This design comes from an exercise in tuning for small area and few clock cycles per item on the open sky130 flow, not from production work.
Only simulation tests tie the RTL to the original design; equivalence was not proved.
The flow treats the clock pin as an ideal source. Dropping or thinning the clock tree relies on that and would not hold on a real chip.
Power is estimated from default activity; no workload was simulated.

## aq_axils_sample
module aq_axils_sample
(
  input         ARESETN,
  input         ACLK,
  input [31:0]  S_AXI_AWADDR,
  input [3:0]   S_AXI_AWCACHE,
  input [2:0]   S_AXI_AWPROT,
  input         S_AXI_AWVALID,
  output        S_AXI_AWREADY,
  input [31:0]  S_AXI_WDATA,
  input [3:0]   S_AXI_WSTRB,
  input         S_AXI_WVALID,
  output        S_AXI_WREADY,
  output        S_AXI_BVALID,
  input         S_AXI_BREADY,
  output [1:0]  S_AXI_BRESP,
  input [31:0]  S_AXI_ARADDR,
  input [3:0]   S_AXI_ARCACHE,
  input [2:0]   S_AXI_ARPROT,
  input         S_AXI_ARVALID,
  output        S_AXI_ARREADY,
  output [31:0] S_AXI_RDATA,
  output [1:0]  S_AXI_RRESP,
  output        S_AXI_RVALID,
  input         S_AXI_RREADY,
  output [31:0] LOCAL_REG0,
  output [31:0] LOCAL_REG1,
  output [31:0] LOCAL_REG2,
  output [31:0] LOCAL_REG3
);
clock: 5.0 ns
lec_check: 0
cap_margin: 0
core_margin: 2
core_utilization: 70
gpl_timing_driven: 0
slew_margin: 0
standard.sh (not shown) runs the stock make flow with config.mk's settings and CLKGATE_MAP_FILE= SYNTH_SCRIPT=/design/flow/synth_recipe.tcl, a recipe that flattens the netlist after the stock synthesis.
==> flow/flow/run.sh <==
#!/bin/bash
# The standard layout, with the smallest buffer cell on the ports and a
# hand-built clock tree (flow/clock_tree.tcl) in place of TritonCTS.
set -euo pipefail
bash standard.sh "BUFFER_PORTS_ARGS=-buffer_cell sky130_fd_sc_hd__buf_1" \
  "PRE_CTS_TCL=$PWD/flow/clock_tree.tcl" \
  finish > standard_flow.log 2>&1
==> flow/flow/clock_tree.tcl <==
# Build the clock tree by hand, in place of TritonCTS: the clock port drives
# a few leaf buffers, each driving the registers of one region of the core
# (the sinks split into n_split_x columns of equal count, each column into
# n_split_y parts of equal count).
set leaf_master sky130_fd_sc_hd__clkbuf_16
set n_split_x 2
set n_split_y 2
set root_master sky130_fd_sc_hd__clkbuf_8
set max_port_loads 4

set block [ord::get_db_block]
set db [ord::get_db]
set clk_net [$block findNet ACLK]
set master [$db findMaster $leaf_master]

set sinks {}
foreach it [$clk_net getITerms] {
  set inst [$it getInst]
  set box [$inst getBBox]
  set x [expr {([$box xMin] + [$box xMax]) / 2}]
  set y [expr {([$box yMin] + [$box yMax]) / 2}]
  lappend sinks [list $x $y $it]
}
puts "clock_tree: [llength $sinks] sinks on ACLK"

# split items, sorted on coordinate idx, into n parts of near equal size
proc split_parts {items idx n} {
  set s [lsort -integer -index $idx $items]
  set parts {}
  set len [llength $s]
  for {set i 0} {$i < $n} {incr i} {
    set a [expr {($i * $len) / $n}]
    set b [expr {(($i + 1) * $len) / $n - 1}]
    lappend parts [lrange $s $a $b]
  }
  return $parts
}

set groups {}
foreach col [split_parts $sinks 0 $n_split_x] {
  foreach q [split_parts $col 1 $n_split_y] { lappend groups $q }
}

set leaf_in $clk_net
if { [llength $groups] > $max_port_loads } {
  set rmaster [$db findMaster $root_master]
  set root [odb::dbInst_create $block $rmaster "clkbuf_root"]
  set leaf_in [odb::dbNet_create $block "clknet_root"]
  $leaf_in setSigType CLOCK
  [$root findITerm A] connect $clk_net
  [$root findITerm X] connect $leaf_in
  set sx 0; set sy 0
  foreach s $sinks { incr sx [lindex $s 0]; incr sy [lindex $s 1] }
  set cx [expr {$sx / [llength $sinks]}]
  set cy [expr {$sy / [llength $sinks]}]
  $root setLocation [expr {$cx - [$rmaster getWidth] / 2}] [expr {$cy - [$rmaster getHeight] / 2}]
  $root setPlacementStatus PLACED
  puts "clock_tree: root buffer at ([expr {$cx / 1000.0}], [expr {$cy / 1000.0}])"
}

set k 0
foreach g $groups {
  set sx 0; set sy 0
  foreach s $g { incr sx [lindex $s 0]; incr sy [lindex $s 1] }
  set n [llength $g]
  set cx [expr {$sx / $n}]
  set cy [expr {$sy / $n}]
  set buf [odb::dbInst_create $block $master "clkbuf_leaf_$k"]
  set net [odb::dbNet_create $block "clknet_leaf_$k"]
  $net setSigType CLOCK
  foreach s $g {
    set it [lindex $s 2]
    $it disconnect
    $it connect $net
  }
  [$buf findITerm A] connect $leaf_in
  [$buf findITerm X] connect $net
  $buf setLocation [expr {$cx - [$master getWidth] / 2}] [expr {$cy - [$master getHeight] / 2}]
  $buf setPlacementStatus PLACED
  puts "clock_tree: leaf $k drives $n sinks from ([expr {$cx / 1000.0}], [expr {$cy / 1000.0}])"
  incr k
}
$clk_net setSigType CLOCK

set_propagated_clock [all_clocks]

# The tree is built: TritonCTS is not run.
proc clock_tree_synthesis {args} {
  puts "clock_tree: hand-built tree in place, clock_tree_synthesis skipped"
}
Testbench counts at the start, summed over its fixed seeds: cycles 4,096, items 2,048.
Edit:
GPL_TIMING_DRIVEN = default   (was 0)
The new run finished clean.
Area after synthesis is unchanged.
Total power decreases slightly.
Utilization decreases by 2.3 points.
Wire length decreases by a few percent.
Worst setup slack improves by 0.014 ns.
Hold slack is about the same.
Fmax increases slightly.
Global-route usage decreases by 3.0 points.
Edit:
==> flow/flow/run.sh (replaced) <==
#!/bin/bash
# The standard layout, with the smallest buffer cell on the ports, a
# hand-built clock tree (flow/clock_tree.tcl) in place of TritonCTS, and
# cells sized down after it (flow/recover.tcl).
set -euo pipefail
bash standard.sh "BUFFER_PORTS_ARGS=-buffer_cell sky130_fd_sc_hd__buf_1" \
  "PRE_CTS_TCL=$PWD/flow/clock_tree.tcl" \
  "POST_CTS_TCL=$PWD/flow/recover.tcl" \
  finish > standard_flow.log 2>&1
--- a/flow/flow/clock_tree.tcl
+++ b/flow/flow/clock_tree.tcl
@@ -4,6 +4,6 @@
 # n_split_y parts of equal count).
-set leaf_master sky130_fd_sc_hd__clkbuf_16
+set leaf_master sky130_fd_sc_hd__clkbuf_8
 set n_split_x 2
-set n_split_y 2
-set root_master sky130_fd_sc_hd__clkbuf_8
+set n_split_y 4
+set root_master sky130_fd_sc_hd__clkbuf_4
 set max_port_loads 4
==> flow/flow/recover.tcl (new file) <==
# After the clock tree: the design has ample setup slack, so size cells down
# where timing allows, repair any slew or capacitance this leaves, and
# legalize what the repair moved or added.
repair_timing -recover_power 100
repair_design -slew_margin 10 -cap_margin 10
detailed_placement
check_placement -verbose
=> The new run finished with timing, DRC and antenna clean. Final area stays flat. Critical path depth is unchanged. Cell count grows by 1.3%. Sequential power is about the same. First-iteration DRC count is higher by 30%. Fmax came out lower by 13%.
No run of this note takes its clock network from TritonCTS; it comes from the design's own scripts or RTL.

## afterwards: timing with drivers on the ports
How much do the figures lean on ideal ports? The routed layouts below were timed once more, with nothing changed but the port constraints. Step 1, drivers: a clkbuf_16 drives ACLK and a buf_2 each remaining input, both assumed. Step 2 moves the port delays by t, midway between the first and last clock arrival at a register: inputs arrive t later, outputs are due t later. That takes back most of the time a late clock gives input paths. a / b / c = no drivers / after step 1 / after step 2; a / b = the first two.
run | t (ns) | setup WS [ns] | slew at the worst register clock pin (ns) | pins driven straight from the clock port
the first run | 0.258 | 1.723 / 1.788 / 1.530 | 0.12 / 0.12 | 4
the second run | 0.248 | 1.737 / 1.791 / 1.542 | 0.12 / 0.12 | 4
the third run | 0.466 | 1.265 / 1.232 / 1.386 | 0.11 / 0.11 | 1
After both steps every run listed still meets setup and hold. For the second run, which loses most, drivers alone change the setup slack by +0.054 ns; drivers and shift together by -0.195 ns.
